Background: an optimization exercise with open tools, aiming at small area. Do not read the settings as production practice.
For this run, only the layout was checked, not whether the RTL still works.
Power is estimated from default activity; no workload was simulated.

--- flow/run.sh ---
#!/bin/bash
# synth_recipe.tcl (not shown) runs the flow's synth.tcl, then flattens the netlist and writes it again
# the make line also repeats each setting of config.mk as NAME=value (left out here)
make -C /OpenROAD-flow-scripts/flow DESIGN_CONFIG=/design/flow/config.mk WORK_HOME=/design/flow/orfs CLKGATE_MAP_FILE= SYNTH_SCRIPT=/design/flow/synth_recipe.tcl finish
--- flow/config.mk ---
export PLATFORM = sky130hd
export DESIGN_NAME = cpu
export DESIGN_NICKNAME = cpu
export VERILOG_FILES = /design/flow/design.v
export SDC_FILE = /design/flow/constraint.sdc
export NUM_CORES = 4
export LEC_CHECK = 0
export CAP_MARGIN = 20
export CORE_MARGIN = 2
export CORE_UTILIZATION = 40
export SLEW_MARGIN = 20
export SYNTH_HIERARCHICAL = 1
--- flow/design.v ---
module Reg_row (
    input  logic        clk,
    input  logic        we,
    input  logic        nwe,
    input  logic [31:0] WD,
    output logic [31:0] q
);
    always_ff @(posedge clk)
        q <= (WD & {32{we}}) | (q & {32{nwe}});
endmodule
module Rd_bit (
    input  logic [31:1] d,
    input  logic [31:1] sel,
    output logic        y
);
    assign y = |(d & sel);
endmodule
module Reg_file (
    input  logic        clk,
    input  logic [4:0]  AD1,
    input  logic [4:0]  AD2,
    input  logic [4:0]  AD3,
    input  logic        WE3,
    input  logic [31:0] WD3,
    output logic [31:0] RD1,
    output logic [31:0] RD2,
    output logic [31:0] a0
);
    logic [31:0] q   [1:31];
    logic [31:1] s1, s2, we, nwe;
    always_comb
        for (int i = 1; i < 32; i++) begin
            s1[i]  = AD1 == i;
            s2[i]  = AD2 == i;
            we[i]  = WE3 && AD3 == i;
            nwe[i] = !(WE3 && AD3 == i);
        end
    genvar k, b;
    generate
        for (k = 1; k < 32; k = k + 1) begin : row
            Reg_row r (
                .clk (clk),
                .we  (we[k]),
                .nwe (nwe[k]),
                .WD  (WD3),
                .q   (q[k])
            );
        end
        for (b = 0; b < 32; b = b + 1) begin : bit_
            logic [31:1] d;
            for (k = 1; k < 32; k = k + 1) begin : col
                assign d[k] = q[k][b];
            end
            Rd_bit p1 (.d (d), .sel (s1), .y (RD1[b]));
            Rd_bit p2 (.d (d), .sel (s2), .y (RD2[b]));
        end
    endgenerate
    assign a0 = q[10];
endmodule
module alu_ (
    input  logic [31:0] ALUop1,
    input  logic [31:0] ALUop2,
    input  logic [31:0] RegOp2,
    output logic [31:0] ALUout,
    output logic        NE
);
    assign ALUout = ALUop1 + ALUop2;
    assign NE     = ALUop1 != RegOp2;
endmodule
module mux (
    input  logic [31:0] regOp2,
    input  logic [31:0] ImmOp,
    input  logic        ALUsrc,
    output logic [31:0] ALUop2
);
    assign ALUop2 = ALUsrc ? ImmOp : regOp2;
endmodule
module ALU (
    input  logic        clk,
    input  logic        ALUsrc,
    input  logic [31:0] ImmOp,
    input  logic        WE3,
    input  logic [4:0]  AD1,
    input  logic [4:0]  AD2,
    input  logic [4:0]  AD3,
    output logic        NE,
    output logic [31:0] a0
);
    logic [31:0] ALUop1, regOp2, ALUop2, ALUout;
    alu_ addralu (
        .ALUop1 (ALUop1),
        .ALUop2 (ALUop2),
        .RegOp2 (regOp2),
        .ALUout (ALUout),
        .NE     (NE)
    );
    Reg_file regfile (
        .clk (clk),
        .AD1 (AD1),
        .AD2 (AD2),
        .AD3 (AD3),
        .WE3 (WE3),
        .WD3 (ALUout),
        .RD1 (ALUop1),
        .RD2 (regOp2),
        .a0  (a0)
    );
    mux mux (
        .ALUsrc (ALUsrc),
        .regOp2 (regOp2),
        .ALUop2 (ALUop2),
        .ImmOp  (ImmOp)
    );
endmodule
module PC_Reg (
    input  logic [31:0] next_PC,
    input  logic        rst,
    input  logic        clk,
    output logic [31:0] PC
);
    always_ff @(posedge clk, posedge rst)
        if (rst)
            PC <= 32'b0;
        else
            PC <= next_PC;
endmodule
module Countermux (
    input  logic [31:0] PC,
    input  logic [12:1] OffB,
    input  logic        PCsrc,
    output logic [31:0] next_PC
);
    logic [31:0] step;
    assign step    = PCsrc ? {{19{OffB[12]}}, OffB, 1'b0} : 32'd4;
    assign next_PC = PC + step;
endmodule
module toppc (
    input  logic [12:1] OffB,
    input  logic        rst,
    input  logic        PCsrc,
    input  logic        clk,
    output logic [31:0] PC
);
    logic [31:0] next_PC;
    Countermux Countermux (
        .PC      (PC),
        .OffB    (OffB),
        .next_PC (next_PC),
        .PCsrc   (PCsrc)
    );
    PC_Reg PC_Reg (
        .rst     (rst),
        .next_PC (next_PC),
        .clk     (clk),
        .PC      (PC)
    );
endmodule
module SignEx (
    input  logic [31:0] instr,
    output logic [31:0] ImmI,
    output logic [12:1] OffB
);
    assign ImmI = {{20{instr[31]}}, instr[31:20]};
    assign OffB = {instr[31], instr[7], instr[30:25], instr[11:8]};
endmodule
module ControlUnit (
    input  logic [31:0] instr,
    input  logic        NE,
    output logic        RegWrite,
    output logic        ALUsrc,
    output logic        PCsrc
);
    assign RegWrite = ~instr[6];            
    assign ALUsrc   = ~instr[5];            
    assign PCsrc    = instr[6] & NE;        
endmodule
module cpu #(
    parameter A_WIDTH = 32,
              D_WIDTH = 32
)(
    input  logic               clk,
    input  logic               rst,
    input  logic [D_WIDTH-1:0] instr,
    output logic [A_WIDTH-1:0] pc,
    output logic [D_WIDTH-1:0] a0
);
    logic [31:0] PC_q;
    logic        PCsrc, ALUsrc, NE, regwrite;
    logic [31:0] ImmI;
    logic [12:1] OffB;
    assign pc = PC_q;
    SignEx immext (
        .instr (instr),
        .ImmI  (ImmI),
        .OffB  (OffB)
    );
    toppc pc_unit (
        .clk   (clk),
        .rst   (rst),
        .PC    (PC_q),
        .PCsrc (PCsrc),
        .OffB  (OffB)
    );
    ControlUnit controlunit (
        .instr    (instr),
        .NE       (NE),
        .RegWrite (regwrite),
        .ALUsrc   (ALUsrc),
        .PCsrc    (PCsrc)
    );
    ALU alublock (
        .clk    (clk),
        .ALUsrc (ALUsrc),
        .ImmOp  (ImmI),
        .WE3    (regwrite & ~rst),
        .AD1    (instr[19:15]),
        .AD2    (instr[24:20]),
        .AD3    (instr[11:7]),
        .NE     (NE),
        .a0     (a0)
    );
endmodule
--- flow/constraint.sdc ---
create_clock -name core_clock -period 8.0 [get_ports {clk}]
set_input_delay 1.6000 -clock core_clock [delete_from_list [all_inputs] [get_ports {clk}]]
set_output_delay 1.6000 -clock core_clock [all_outputs]
set_load 0.01 [all_outputs]
==> out/results.ini <==
[synthesis]
synth_cell_types = 94
synth_edf_count = 0
syn_area_mm2 = 0.0470
synth_area_leaders = dfxtp_1, a22o_1, a22oi_1
synth_top_area_share = 0.422
yosysTopAreaCell = dfxtp_1
ys_seq_elements = 1024
synth_warnings = 10
syn_nets = 4374
seq_area_frac_synth = 0.440
ys.flop_type = dfxtp_1
synthArstFlopShare = 0.0313
synthCells = 4296
syn_avg_cell_area_um2 = 10.9

[clock_tree]
htreeDepth = 3
clock_path_buffers = 3
holdBufCountCts = 0
cts_made_buffers = 107
ctsResizeCount = 0
insertion_delay_ns = 0.73
path_clk_slew_ns = 0.06
root_buffer = clkbuf_16
post_cts_buffers = 0
cts_tree = done
clock_sinks = 1024

[sta]
worst_slew_pin_slew_ns = 1.25
hold_viol_final = 0
tns_ns = 0
setup_viol = 0
timing.fmax_mhz = 129
slew_violations = 0
hold_ws_ns = 0.379
finalClockSkew_ns = 0.0466
max_slew_margin = 0.167
rsz0062_at_grt = no
fin_crit_sh = 0.967
fin_crit_ns = 7.74

[final_layout]
fin_nets = 4674
synthToLayoutAreaGrowth_pct = 17.6
fin_area_mm2 = 0.0553
drive_gt1_frac = 0.184

[route]
drc_errors = 0
vias_per_cell = 7.10
wl_per_cell_um = 33.9
postRouteAntennaNets = 0
drt-pass1-iter-count = 8
via_count = 44141
drt_iter0_drc = 6550
wl_mm = 211

[power_and_ir_drop]
power_density_mw_per_mm2 = 281
ir_drop_uv = 184
fin_total_pwr_mw = 15.5
leakagePower_nw = 21.5
intPower_mw = 10.5
combPwrFrac = 0.229
seq_power_share = 0.430
clkPwrFrac = 0.341
switching_share = 0.326
p_switching_mw = 5.07

[global_route]
grt_pass1_wl_mm = 299
grt.overflow.total = 0
grt_max_degree = 33
first_global_vias = 41267
track_usage = 0.336
antenna_found_initial = 17

[critical_path]
worst_setup_path_end_kind = register
slowest_stage = nor2_4
cpPeakStageDelay_ns = 0.86
r2r_cells = 19
critPathMaxFanout = 24
start_kind = input pin
required_ns = 8.63
critical_path.n_buffers_inverters = 4
arrival_ns = 8.37
crit_family = simple AND/OR/NAND/NOR gates
path_class = input pin to register
crit_chain = clkdlybuf4s50_1, or3b_1, nor2_4, buf_4, a22oi_1, nand4_1, or4_1, xnor2_1, nand4_1, nor4_1, buf_4, nand2_1, and2_1, nand2b_1, inv_1, fa_1, nor2b_1, o2111ai_1, a211o_1, a221oi_2, o21ai_1, mux2i_1, xor2_1
crit_cells = 23

[floorplanning]
io_pins = 98
die_x_um = 347
fp.dieArea_mm2 = 0.120
row_count = 125
core_area_mm2 = 0.116
die_h_um = 347
start_util = 0.404

[hold_path]
min_path_type = register to register
hold_depth = 0

[run_status]
outcome = no timing/DRC/antenna violations

[flow_run]
max_cap_violations = 0

[placed_design]
finalWeightedCongestion = 1.08
hpwl_mm = 135
numPortBuffers = 89
dpl_cell_area_mm2 = 0.0515

-- modules after synthesis, one instance, submodules excluded, excerpt --
module       flops+latches  copies in the design  cell area [um^2]
Reg_row                 32                    31               991
Rd_bit                   0                    64               154
Reg_file                 0                     1               906
PC_Reg                  32                     1               805
SignEx                   0                     1               330
alu_                     0                     1              2090
Countermux               0                     1              1730
ControlUnit              0                     1              13.8
mux                      0                     1               544
cpu                      0                     1              13.8
-- routing by layer --
layer / part of all wire / up-vias / global-route usage / wire length (um)
met5: 0.00032 / - / 0 / 67
met4: 0.072 / 10 / 0.211 / 15200
met3: 0.13 / 714 / 0.108 / 26900
met2: 0.41 / 3132 / 0.474 / 85700
met1: 0.39 / 21736 / 0.440 / 83000
li1: - / 18549 / - / -
-- state kept, by name, summed over array words and instances (netlist names) --
register / cells
alublock.regfile.row.r.q: 992
pc_unit.PC_Reg.PC: 32
-- cell families (layout without fill, tap and decap cells) --
| logic type | after synthesis | count (layout) | share of synthesized area |
|---|---|---|---|
| compound gates | 2116 | 2116 | 0.380 |
| xor+xnor | 92 | 92 | 0.0171 |
| fa+ha+maj | 44 | 44 | 0.0120 |
| buf+inv | 291 | 677 | 0.0586 |
| flops | 1024 | 1024 | 0.440 |
| mux | 40 | 40 | 0.0118 |
| other cells | 0 | 7 | 0 |
| simple gates | 689 | 689 | 0.0812 |
-- power groups by stage --
stage,Clock (mW),Combinational (mW),Sequential [mW]
global route,5.52,3.72,6.78
finish,5.31,3.56,6.68
CTS,5.33,3.46,6.66
detailed placement,0,3.45,6.75
global placement,0,3.41,6.73
floorplan,0,1.87,6.57
-- synthesized netlist by cell type (42+ instances only) --
cell type,n
a21oi_1,48
a221oi_2,66
a222oi_1,64
a22o_1,994
a22o_2,62
a22oi_1,769
buf_4,48
buf_6,189
dfxtp_1,992
ha_1,42
nand2_1,76
nand3_1,152
nand4_1,154
nor2_1,137
or4_1,65
xnor2_1,65
-- final cells by class --
cell class	count	area, um^2
inverters	16	60.1
diodes	7	17.5
flip-flops and latches	1024	20700
well taps	1524	1910
multi-input cells	2981	24400
clock buffers	155	3170
repair buffers	466	4520
clock inverters	40	524
fillers	10842	61100
-- placed cells by master (no fill, tap or decap), drive strengths merged, types with 7 or more instances in the layout --
| cell | synthesis | routed |
|---|---|---|
| a222oi | 64 | 64 |
| buf | 250 | 377 |
| clkdlybuf4s50 | 0 | 89 |
| a22o | 1056 | 1056 |
| dfxtp | 992 | 992 |
| inv | 16 | 19 |
| nand2b | 9 | 9 |
| ha | 42 | 42 |
| nor2 | 139 | 139 |
| clkbuf | 25 | 155 |
| clkinv | 0 | 23 |
| a221oi | 66 | 66 |
| dfrtp | 32 | 32 |
| nand3 | 152 | 152 |
| or4 | 65 | 65 |
| o21ai | 30 | 30 |
| nor4 | 10 | 10 |
| diode | 0 | 7 |
| nor2b | 7 | 7 |
| nand3b | 8 | 8 |
| a21o | 17 | 17 |
| nor3 | 10 | 10 |
| xnor2 | 65 | 65 |
| nand2 | 77 | 77 |
| a211oi | 7 | 7 |
| o21bai | 7 | 7 |
| mux2 | 32 | 32 |
| a22oi | 769 | 769 |
| and2 | 17 | 17 |
| xor2 | 27 | 27 |
| o21a | 7 | 7 |
| bufinv | 0 | 11 |
| mux2i | 8 | 8 |
| nand4 | 154 | 154 |
| a31oi | 7 | 7 |
| a21oi | 49 | 49 |
-- per-stage QoR --
| stage | instances | worst slack, ns | utilization |
|---|---|---|---|
| 6_report | 6213 | 0.261 | 0.475 |
| 5_1_grt | 6206 | 0.131 | 0.475 |
| 4_1_cts | 6205 | 0.521 | 0.475 |
| 3_5_place_dp | 6010 | -0.192 | 0.443 |
| 3_3_place_gp | 6009 | -0.0593 | 0.443 |
| 2_1_floorplan | 4296 | 0.188 | - |
-- worst paths after layout --
check	to	slack [ns]	startpoint
min	pc_unit.PC_Reg.PC[0]$_DFF_PP0_	0.38	pc_unit.PC_Reg.PC[0]$_DFF_PP0_
min reg2reg	pc_unit.PC_Reg.PC[0]$_DFF_PP0_	0.38	pc_unit.PC_Reg.PC[0]$_DFF_PP0_
max reg2reg	pc_unit.PC_Reg.PC[29]$_DFF_PP0_	2.30	alublock.regfile.row[14].r.q[6]$_DFF_P_
min in group asynchronous	pc_unit.PC_Reg.PC[1]$_DFF_PP0_	1.36	rst
max in group asynchronous	pc_unit.PC_Reg.PC[17]$_DFF_PP0_	6.28	rst
max	pc_unit.PC_Reg.PC[29]$_DFF_PP0_	0.26	instr[17]

[re-timing with driven ports]
Ports are ideal in the flow. The routed layout listed here was re-timed in OpenROAD. Step 1: set_driving_cell puts a clkbuf_16 on clk and a buf_2 on each other input, an assumption about the parent block. Step 2 moves the port delays by t, midway between the first and last clock arrival at a register: inputs arrive t later, outputs are due t later. That takes back most of the time a late clock gives input paths. Three values: no drivers, after step 1, after step 2; two values: the first two.
shift t [ns]: 0.778
setup WS [ns]: 0.261 / 0.299 / -0.479
worst register clock-pin slew, ns: 0.07 / 0.07
Met with ideal ports but missed after step 2: setup timing in this run. The setup slack of this run moves by +0.038 ns with the drivers and by -0.740 ns with both steps.
